What follows belongs to an exercise in optimizing a design on an open flow for small area and a short achievable clock period; a production flow would make more cautious choices. At most, simulation tests tie the RTL to the original design; equivalence was not proved. Power is estimated from default activity; no workload was simulated.

## the baseline
Design cpu, start of the top module:
module cpu(clock,rst,inputs,leds3,leds2,leds1,leds0,setButton,displayButton,executeButton,reset,LED4,LED9,LED0,LED8);
For scale: about 1100 cells after synthesis, roughly 46 I/O pins, roughly 0.0091 sq mm of cells after synthesis.
Settings: LEC_CHECK=0, ABC_AREA=1, CAP_MARGIN=20, CORE_MARGIN=2, CORE_UTILIZATION=60, CTS_BUF_LIST=sky130_fd_sc_hd__clkbuf_4 sky130_fd_sc_hd__clkbuf_8, SLEW_MARGIN=20; clock period 12.0 ns.
standard.sh (not shown) runs the stock make flow with config.mk's settings and CLKGATE_MAP_FILE= SYNTH_SCRIPT=/design/flow/synth_recipe.tcl, a recipe that flattens the netlist after the stock synthesis.
==> flow/flow/run.sh <==
#!/bin/bash
# Layout flow: the standard synthesis, its combinational logic re-mapped with a
# stronger ABC script (flip-flops kept, equivalence proven, else the standard
# netlist is used), then the standard layout with buf_2 port buffers and timing
# repair aimed at a short clock period.
set -uo pipefail
export BUFFER_PORTS_ARGS="-buffer_cell sky130_fd_sc_hd__buf_2"
export SETUP_SLACK_MARGIN=8.6
R=orfs/results/${FLOW_PLATFORM}/cpu/base
bash standard.sh synth > make_synth.log 2>&1 || exit 1
cp $R/1_2_yosys.v std_synth.v
if yosys -c flow/resyn.tcl > resyn.log 2>&1 && yosys -c flow/equiv.tcl > equiv.log 2>&1 && grep -q '^RESYN_EQUIV_OK' equiv.log; then
  cp resyn.v $R/1_2_yosys.v
  rm -f $R/1_synth.odb
  echo "using re-mapped netlist" > resyn_used.txt
else
  echo "using standard netlist" > resyn_used.txt
fi
bash standard.sh > make.log 2>&1
==> flow/flow/deep.abc <==
strash
&get -n
&deepsyn -T 30
&put
&get -n
&dch -f
&nf -D 1500
&put
topo
==> flow/flow/equiv.tcl <==
# Proves resyn.v equivalent to std_synth.v (same flip-flops, paired by name).
set lib $::env(FLOW_HOME)/platforms/sky130hd/lib/sky130_fd_sc_hd__tt_025C_1v80.lib
yosys read_liberty -ignore_miss_func $lib
yosys read_verilog std_synth.v
yosys rename cpu gold
yosys read_verilog resyn.v
yosys rename cpu gate
yosys hierarchy -check
yosys flatten gold gate
yosys opt_clean
yosys equiv_make gold gate equiv
yosys hierarchy -top equiv
yosys equiv_simple
yosys equiv_induct
yosys equiv_status -assert
puts "RESYN_EQUIV_OK"
==> flow/flow/resyn.tcl <==
# Re-maps the combinational logic of the standard synthesis (std_synth.v) with a
# stronger ABC script; flip-flops and tie cells are kept as they are, by name.
set lib $::env(FLOW_HOME)/platforms/sky130hd/lib/sky130_fd_sc_hd__tt_025C_1v80.lib
yosys read_liberty -ignore_miss_func $lib
yosys read_verilog std_synth.v
yosys hierarchy -top cpu
yosys setattr -mod -set keep_hierarchy 1 sky130_fd_sc_hd__dfxtp_* sky130_fd_sc_hd__edfxtp_* sky130_fd_sc_hd__conb_1
yosys flatten
yosys opt_clean
yosys opt -fast
yosys abc -script flow/deep.abc -liberty $lib -dont_use sky130_fd_sc_hd__probe_p_8 -dont_use sky130_fd_sc_hd__probec_p_8 -dont_use *lpflow*
yosys opt_clean -purge
yosys hilomap -singleton -hicell sky130_fd_sc_hd__conb_1 HI -locell sky130_fd_sc_hd__conb_1 LO
yosys splitnets
yosys opt_clean -purge
yosys insbuf -buf sky130_fd_sc_hd__buf_4 A X
yosys tee -o resyn_stat.txt stat -liberty $lib
yosys select -module cpu
yosys write_verilog -noattr -noexpr -selected resyn.v
Here is what was changed in the inputs of the candidate compared with the baseline.
--- a/flow/design.v
+++ b/flow/design.v
@@ -30,29 +30,30 @@
 			Q <= Qn;
 		end
 	reg [3:0] opCode;
 	reg [2:0] regID1, regID2;
 	reg [7:0] immValue;
 	reg [7:0] immLast;    
-	reg [7:0] viewLast;   
+	reg [7:0] immDec;     
+	reg [3:0] viewLast;   
 	always @(posedge clock) begin
 		if (rst) begin
 			opCode <= 0; regID1 <= 0; regID2 <= 0; immValue <= 0; LED0 <= 0;
 		end else
 			case (Q)
 				2'd0: opCode <= inputs[3:0];
 				2'd1: regID1 <= inputs[2:0];
 				2'd2: regID2 <= inputs[2:0];
 				2'd3: begin immValue <= inputs; LED0 <= (immValue == 8'd192); end
 			endcase
 		immLast <= immValue;
+		immDec <= conv(immValue);
 		case (Qn)
-			2'd0: viewLast <= {4'd0, opCode};
-			2'd1: viewLast <= {5'd0, regID1};
-			2'd2: viewLast <= {5'd0, regID2};
-			default: viewLast <= conv(immValue);
+			2'd0: viewLast <= opCode;
+			2'd1: viewLast <= {1'b0, regID1};
+			default: viewLast <= {1'b0, regID2};
 		endcase
 	end
 	reg instructionDone, wr;
 	reg [3:0] slot;
 	reg [17:0] mem0;
 	always @(posedge clock)
@@ -182,23 +183,23 @@
 	localparam [15:0] OP0_6 = 16'h9cfd;
 	localparam [15:0] OP0_7 = 16'h1104;
 	function [6:0] seg;   
 		input [3:0] d;
 		seg = {SEG1[d], SEG2[d], SEG3[d], SEG4[d], SEG5[d], SEG6[d], SEG7[d]};
 	endfunction
-	wire [3:0] o = viewLast[3:0];
+	wire [3:0] o = viewLast;
 	wire [27:0] opName = {OP3_1[o], OP3_2[o], OP3_3[o], OP3_4[o], OP3_5[o], OP3_6[o], OP3_7[o],
 		OP2_1[o], OP2_2[o], OP2_3[o], OP2_4[o], OP2_5[o], OP2_6[o], OP2_7[o],
 		OP1_1[o], OP1_2[o], OP1_3[o], OP1_4[o], OP1_5[o], OP1_6[o], OP1_7[o],
 		OP0_1[o], OP0_2[o], OP0_3[o], OP0_4[o], OP0_5[o], OP0_6[o], OP0_7[o]};
 	function [27:0] decView;
 		input [7:0] d;
 		decView = {7'b0000001, (d[7:4] >= 4'd10) ? 7'b1001111 : 7'b0000001, seg(d[7:4]), seg(d[3:0])};
 	endfunction
-	wire [27:0] regView = {7'b1111010, 7'b0110000, 7'b0000100, seg(viewLast[3:0])};
-	wire [27:0] normView = rstLast ? {28{1'b1}} : (Q == 2'd0) ? opName : (Q == 2'd3) ? decView(viewLast) : regView;
+	wire [27:0] regView = {7'b1111010, 7'b0110000, 7'b0000100, seg(viewLast)};
+	wire [27:0] normView = rstLast ? {28{1'b1}} : (Q == 2'd0) ? opName : (Q == 2'd3) ? decView(immDec) : regView;
 	wire [27:0] dispView = rstLast ? {28{1'b1}} : decView(dispDec);
 	reg [27:0] leds;
 	always @(posedge clock)
 		if (rst) leds <= {28{1'b1}};
 		else if (!displayButton) leds <= dispView;
 		else if (!pend) leds <= normView;
Against the baseline, shortest period the worst path allows in the candidate came out better. Delta (the candidate minus the baseline): proportion of power drawn by combinational gates went down, sequential share of layout area +1.1 points, total power draw essentially unchanged, post-route cell area shows a reduction of 120 sq um. On clock network power share, the candidate tracks the baseline almost exactly. Between the baseline and the candidate, multi-input gate share of total cell area decreased.
For the baseline, only the layout was checked, not whether the RTL still works.

The RTL this note starts from:
==> flow/design.v <==
module cpu(clock,rst,inputs,leds3,leds2,leds1,leds0,setButton,displayButton,executeButton,reset,LED4,LED9,LED0,LED8);
	input clock,rst,setButton,displayButton,executeButton,reset;
	input [7:0] inputs;
	output [1:7] leds3,leds2,leds1,leds0;
	output reg LED4,LED9,LED0;
	output LED8;
	assign LED8 = 1'b0;
	function [7:0] conv;
		input [7:0] x;
		reg [7:0] q, o;
		begin
			q = x / 8'd10;
			o = x - q * 8'd10;
			conv = {q[3:0], o[3:0]};
		end
	endfunction
	reg setButtonLast, pend;
	reg [1:0] Q;
	wire press = setButtonLast & ~setButton;
	wire consume = displayButton & pend;
	wire [1:0] Qn = consume ? Q + 2'd1 : Q;
	always @(posedge clock)
		if (rst) begin
			setButtonLast <= 1'b1;
			pend <= 1'b0;
			Q <= 2'd0;
		end else begin
			setButtonLast <= setButton;
			pend <= (pend & ~displayButton) ^ press;
			Q <= Qn;
		end
	reg [3:0] opCode;
	reg [2:0] regID1, regID2;
	reg [7:0] immValue;
	reg [7:0] immLast;    
	reg [7:0] immDec;     
	reg [3:0] viewLast;   
	always @(posedge clock) begin
		if (rst) begin
			opCode <= 0; regID1 <= 0; regID2 <= 0; immValue <= 0; LED0 <= 0;
		end else
			case (Q)
				2'd0: opCode <= inputs[3:0];
				2'd1: regID1 <= inputs[2:0];
				2'd2: regID2 <= inputs[2:0];
				2'd3: begin immValue <= inputs; LED0 <= (immValue == 8'd192); end
			endcase
		immLast <= immValue;
		immDec <= conv(immValue);
		case (Qn)
			2'd0: viewLast <= opCode;
			2'd1: viewLast <= {1'b0, regID1};
			default: viewLast <= {1'b0, regID2};
		endcase
	end
	reg instructionDone, wr;
	reg [3:0] slot;
	reg [17:0] mem0;
	always @(posedge clock)
		if (rst) begin
			instructionDone <= 0; wr <= 0; slot <= 0; mem0 <= 0;
		end else begin
			wr <= consume & (Q == 2'd3) & ~instructionDone;
			if (consume & (Q == 2'd3)) instructionDone <= 1'b1;
			else if (displayButton & ~pend & (Q == 2'd0)) instructionDone <= 1'b0;
			if (wr) begin
				if (slot == 4'd0) mem0 <= {opCode, regID1, regID2, immLast};
				slot <= reset ? 4'd0 : slot + 4'd1;
			end
		end
	reg [7:0] S;
	always @* begin
		case (Q == 2'd2 ? regID2 : regID1)
			3'd0: S = r0; 3'd1: S = r1; 3'd2: S = r2; 3'd3: S = r3;
			3'd4: S = r4; 3'd5: S = r5; 3'd6: S = r6; default: S = r7;
		endcase
	end
	reg execute;
	reg [7:0] r0,r1,r2,r3,r4,r5,r6,r7;
	wire [3:0] op = mem0[17:14];
	wire [2:0] ra = mem0[13:11], rb = mem0[10:8];
	wire [7:0] imm = mem0[7:0];
	reg [7:0] A;
	reg [7:0] B;
	always @* begin
		case (rb)
			3'd0: B = r0; 3'd1: B = r1; 3'd2: B = r2; 3'd3: B = r3;
			3'd4: B = r4; 3'd5: B = r5; 3'd6: B = r6; default: B = r7;
		endcase
	end
	wire isSub = (op == 4'd1);
	wire isInc = (op == 4'd6);
	wire [7:0] sum = A + ((B & {8{~isInc}}) ^ {8{isSub}}) + {7'd0, isSub | isInc};
	wire binOp = (op == 4'd0) | (op == 4'd1) | (op == 4'd3) | (op == 4'd4) | (op == 4'd5);
	wire unOp = (op == 4'd2) | (op == 4'd6) | (op == 4'd7) | (op == 4'd8);
	wire mvOp = (op == 4'd12);
	wire ldOp = (op == 4'd10);
	reg [7:0] wd;
	reg [2:0] wa;
	always @* begin
		case (op)
			4'd0, 4'd1, 4'd6: wd = sum;
			4'd3: wd = A & B;
			4'd4: wd = A | B;
			4'd5: wd = A ^ B;
			4'd2: wd = ~A;
			4'd7: wd = {1'b0, A[7:1]};
			4'd8: wd = {A[6:0], 1'b0};
			4'd12: wd = A;
			default: wd = imm;
		endcase
		wa = binOp ? 3'd7 : unOp ? ra : mvOp ? rb : A[2:0];
	end
	wire ldOk = (A[7:3] == 5'd0) & (A[2:0] <= 3'd4) & (A[2:0] != ra) & (A[2:0] != rb);
	wire we = execute & ((binOp & (ra != 3'd7) & (rb != 3'd7)) | (unOp & (ra != rb)) | mvOp | (ldOp & ldOk));
	always @(posedge clock)
		if (rst) begin
			execute <= 0; LED9 <= 0;
			r0 <= 8'd2; r1 <= 8'd4; r2 <= 8'd44; r3 <= 0; r4 <= 0; r5 <= 0; r6 <= 0; r7 <= 8'd77;
			A <= 8'd2;
		end else begin
			if (wr & (slot == 4'd0)) A <= (we & (wa == regID1)) ? wd : S;
			else if (we & unOp) A <= wd;
			if (!executeButton) execute <= 1'b1;
			LED9 <= execute;
			if (we)
				case (wa)
					3'd0: r0 <= wd; 3'd1: r1 <= wd; 3'd2: r2 <= wd; 3'd3: r3 <= wd;
					3'd4: r4 <= wd; 3'd5: r5 <= wd; 3'd6: r6 <= wd; default: r7 <= wd;
				endcase
		end
	reg [7:0] displayReg;
	reg [7:0] dispDec;    
	reg rstLast;
	always @(posedge clock) begin
		if (rst) begin
			displayReg <= 0; LED4 <= 0;
		end else begin
			if (Q != 2'd0) displayReg <= S;
			LED4 <= (r0 == 8'd0);
		end
		dispDec <= conv(displayReg);
		rstLast <= rst;
	end
	localparam [15:0] SEG1 = 16'h4812;
	localparam [15:0] SEG2 = 16'h8060;
	localparam [15:0] SEG3 = 16'h1004;
	localparam [15:0] SEG4 = 16'h4892;
	localparam [15:0] SEG5 = 16'heaba;
	localparam [15:0] SEG6 = 16'h388e;
	localparam [15:0] SEG7 = 16'h0c83;
	localparam [15:0] OP3_1 = 16'hffdf;
	localparam [15:0] OP3_2 = 16'hffff;
	localparam [15:0] OP3_3 = 16'hffff;
	localparam [15:0] OP3_4 = 16'hfbdf;
	localparam [15:0] OP3_5 = 16'hebdf;
	localparam [15:0] OP3_6 = 16'hfbdf;
	localparam [15:0] OP3_7 = 16'hefdf;
	localparam [15:0] OP2_1 = 16'h7bf4;
	localparam [15:0] OP2_2 = 16'h7bd6;
	localparam [15:0] OP2_3 = 16'h0b90;
	localparam [15:0] OP2_4 = 16'h9bfd;
	localparam [15:0] OP2_5 = 16'h8bd6;
	localparam [15:0] OP2_6 = 16'h9bd4;
	localparam [15:0] OP2_7 = 16'h8fd4;
	localparam [15:0] OP1_1 = 16'hfa7f;
	localparam [15:0] OP1_2 = 16'hfbfe;
	localparam [15:0] OP1_3 = 16'h6a00;
	localparam [15:0] OP1_4 = 16'h6c4c;
	localparam [15:0] OP1_5 = 16'h0980;
	localparam [15:0] OP1_6 = 16'h7a7f;
	localparam [15:0] OP1_7 = 16'h0802;
	localparam [15:0] OP0_1 = 16'h95ff;
	localparam [15:0] OP0_2 = 16'h71f6;
	localparam [15:0] OP0_3 = 16'h2bf0;
	localparam [15:0] OP0_4 = 16'h02b0;
	localparam [15:0] OP0_5 = 16'h0000;
	localparam [15:0] OP0_6 = 16'h9cfd;
	localparam [15:0] OP0_7 = 16'h1104;
	function [6:0] seg;   
		input [3:0] d;
		seg = {SEG1[d], SEG2[d], SEG3[d], SEG4[d], SEG5[d], SEG6[d], SEG7[d]};
	endfunction
	wire [3:0] o = viewLast;
	wire [27:0] opName = {OP3_1[o], OP3_2[o], OP3_3[o], OP3_4[o], OP3_5[o], OP3_6[o], OP3_7[o],
		OP2_1[o], OP2_2[o], OP2_3[o], OP2_4[o], OP2_5[o], OP2_6[o], OP2_7[o],
		OP1_1[o], OP1_2[o], OP1_3[o], OP1_4[o], OP1_5[o], OP1_6[o], OP1_7[o],
		OP0_1[o], OP0_2[o], OP0_3[o], OP0_4[o], OP0_5[o], OP0_6[o], OP0_7[o]};
	function [27:0] decView;
		input [7:0] d;
		decView = {7'b0000001, (d[7:4] >= 4'd10) ? 7'b1001111 : 7'b0000001, seg(d[7:4]), seg(d[3:0])};
	endfunction
	wire [27:0] regView = {7'b1111010, 7'b0110000, 7'b0000100, seg(viewLast)};
	wire [27:0] normView = rstLast ? {28{1'b1}} : (Q == 2'd0) ? opName : (Q == 2'd3) ? decView(immDec) : regView;
	wire [27:0] dispView = rstLast ? {28{1'b1}} : decView(dispDec);
	reg [27:0] leds;
	always @(posedge clock)
		if (rst) leds <= {28{1'b1}};
		else if (!displayButton) leds <= dispView;
		else if (!pend) leds <= normView;
	assign leds3 = {leds[27:26], leds[26], leds[24:23], leds[24], leds[21]};
	assign {leds2, leds1, leds0} = leds[20:0];
endmodule
==> flow/config.mk <==
export PLATFORM = sky130hd
export DESIGN_NAME = cpu
export DESIGN_NICKNAME = cpu
export VERILOG_FILES = /design/flow/design.v
export SDC_FILE = /design/flow/constraint.sdc
export NUM_CORES = 4
export LEC_CHECK = 0
export ABC_AREA = 1
export CAP_MARGIN = 20
export CORE_MARGIN = 2
export CORE_UTILIZATION = 40
export SLEW_MARGIN = 20
==> flow/constraint.sdc <==
create_clock -name core_clock -period 12.0 [get_ports {clock}]
set_input_delay 2.4000 -clock core_clock [delete_from_list [all_inputs] [get_ports {clock}]]
set_output_delay 2.4000 -clock core_clock [all_outputs]
set_load 0.01 [all_outputs]
==> flow/flow/run.sh <==
#!/bin/bash
# Standard layout with fast port buffers and timing repair aimed at a short period.
set -uo pipefail
export BUFFER_PORTS_ARGS="-buffer_cell sky130_fd_sc_hd__buf_2"
export SETUP_SLACK_MARGIN=8.6
bash standard.sh > make.log 2>&1
Change:
--- a/flow/design.v
+++ b/flow/design.v
@@ -34,5 +34,4 @@
 	reg [7:0] immValue;
 	reg [7:0] immLast;    
-	reg [7:0] immDec;     
 	reg [3:0] viewLast;   
 	always @(posedge clock) begin
@@ -47,5 +46,4 @@
 			endcase
 		immLast <= immValue;
-		immDec <= conv(immValue);
 		case (Qn)
 			2'd0: viewLast <= opCode;
@@ -69,11 +67,4 @@
 			end
 		end
-	reg [7:0] S;
-	always @* begin
-		case (Q == 2'd2 ? regID2 : regID1)
-			3'd0: S = r0; 3'd1: S = r1; 3'd2: S = r2; 3'd3: S = r3;
-			3'd4: S = r4; 3'd5: S = r5; 3'd6: S = r6; default: S = r7;
-		endcase
-	end
 	reg execute;
 	reg [7:0] r0,r1,r2,r3,r4,r5,r6,r7;
@@ -81,7 +72,10 @@
 	wire [2:0] ra = mem0[13:11], rb = mem0[10:8];
 	wire [7:0] imm = mem0[7:0];
-	reg [7:0] A;
-	reg [7:0] B;
+	reg [7:0] A, B;
 	always @* begin
+		case (ra)
+			3'd0: A = r0; 3'd1: A = r1; 3'd2: A = r2; 3'd3: A = r3;
+			3'd4: A = r4; 3'd5: A = r5; 3'd6: A = r6; default: A = r7;
+		endcase
 		case (rb)
 			3'd0: B = r0; 3'd1: B = r1; 3'd2: B = r2; 3'd3: B = r3;
@@ -118,8 +112,5 @@
 			execute <= 0; LED9 <= 0;
 			r0 <= 8'd2; r1 <= 8'd4; r2 <= 8'd44; r3 <= 0; r4 <= 0; r5 <= 0; r6 <= 0; r7 <= 8'd77;
-			A <= 8'd2;
-		end else begin
-			if (wr & (slot == 4'd0)) A <= (we & (wa == regID1)) ? wd : S;
-			else if (we & unOp) A <= wd;
+		end else begin
 			if (!executeButton) execute <= 1'b1;
 			LED9 <= execute;
@@ -133,4 +124,11 @@
 	reg [7:0] dispDec;    
 	reg rstLast;
+	reg [7:0] S;
+	always @* begin
+		case (Q == 2'd2 ? regID2 : regID1)
+			3'd0: S = r0; 3'd1: S = r1; 3'd2: S = r2; 3'd3: S = r3;
+			3'd4: S = r4; 3'd5: S = r5; 3'd6: S = r6; default: S = r7;
+		endcase
+	end
 	always @(posedge clock) begin
 		if (rst) begin
@@ -192,5 +190,5 @@
 	endfunction
 	wire [27:0] regView = {7'b1111010, 7'b0110000, 7'b0000100, seg(viewLast)};
-	wire [27:0] normView = rstLast ? {28{1'b1}} : (Q == 2'd0) ? opName : (Q == 2'd3) ? decView(immDec) : regView;
+	wire [27:0] normView = rstLast ? {28{1'b1}} : (Q == 2'd0) ? opName : (Q == 2'd3) ? decView(conv(immLast)) : regView;
 	wire [27:0] dispView = rstLast ? {28{1'b1}} : decView(dispDec);
 	reg [27:0] leds;
@@ -199,5 +197,4 @@
 		else if (!displayButton) leds <= dispView;
 		else if (!pend) leds <= normView;
-	assign leds3 = {leds[27:26], leds[26], leds[24:23], leds[24], leds[21]};
-	assign {leds2, leds1, leds0} = leds[20:0];
+	assign {leds3, leds2, leds1, leds0} = leds;
 endmodule
Effect: Power rises by 5.3%; final cell count is higher by 6.0%; synthesized cell count went up by 3.1%; first-iteration DRC count is higher by 40%; area after synthesis goes down by 1.3%; die area falls by 1.3%; global-route usage came out higher by 2.5 points; via count is higher by 7.3%; clock skew rises by 3.4 ps; count of clock-buffer cells in the layout goes down by 5; core utilization climbs by 5.7 points; routed wire length rises by 14%; flip-flop and latch count went down by 15; hold slack improves by 4.6 ps.
No functional check of the RTL was part of the second run of this note.

what the ideal ports hide:
No port has a modelled driver above. Below, the same layouts with a new extraction and two added sets of constraints. Step 1 assumes that a clkbuf_16 drives the clock port and a buf_2 every other input. Step 2 adds t to the input delays and takes it off the output delays; t is the mean of the earliest and latest rising clock arrival at the registers after step 1. Input paths then give back, and output paths get back, about the clock's delay inside the block. Slacks: ideal ports / drivers / drivers and shift; pairs: ideal ports / drivers.
| run | t (ns) | setup WS [ns] | clock arrival spread, ns | cell pins on the clock port's net |
|---|---|---|---|---|
| the baseline | 0.512 | 8.617 / 8.601 / 8.124 | 0.019 / 0.019 | 1 |
| the candidate | 0.524 | 8.625 / 8.597 / 8.123 | 0.017 / 0.017 | 1 |
| the first run of note 2 | 0.486 | 8.499 / 8.499 / 8.232 | 0.016 / 0.017 | 1 |
| the second run of note 2 | 0.493 | 8.005 / 8.005 / 8.005 | 0.021 / 0.022 | 1 |
After both steps every run listed still meets setup and hold. The setup slack of the candidate, which loses most, moves by -0.028 ns with the drivers and by -0.502 ns with both steps.
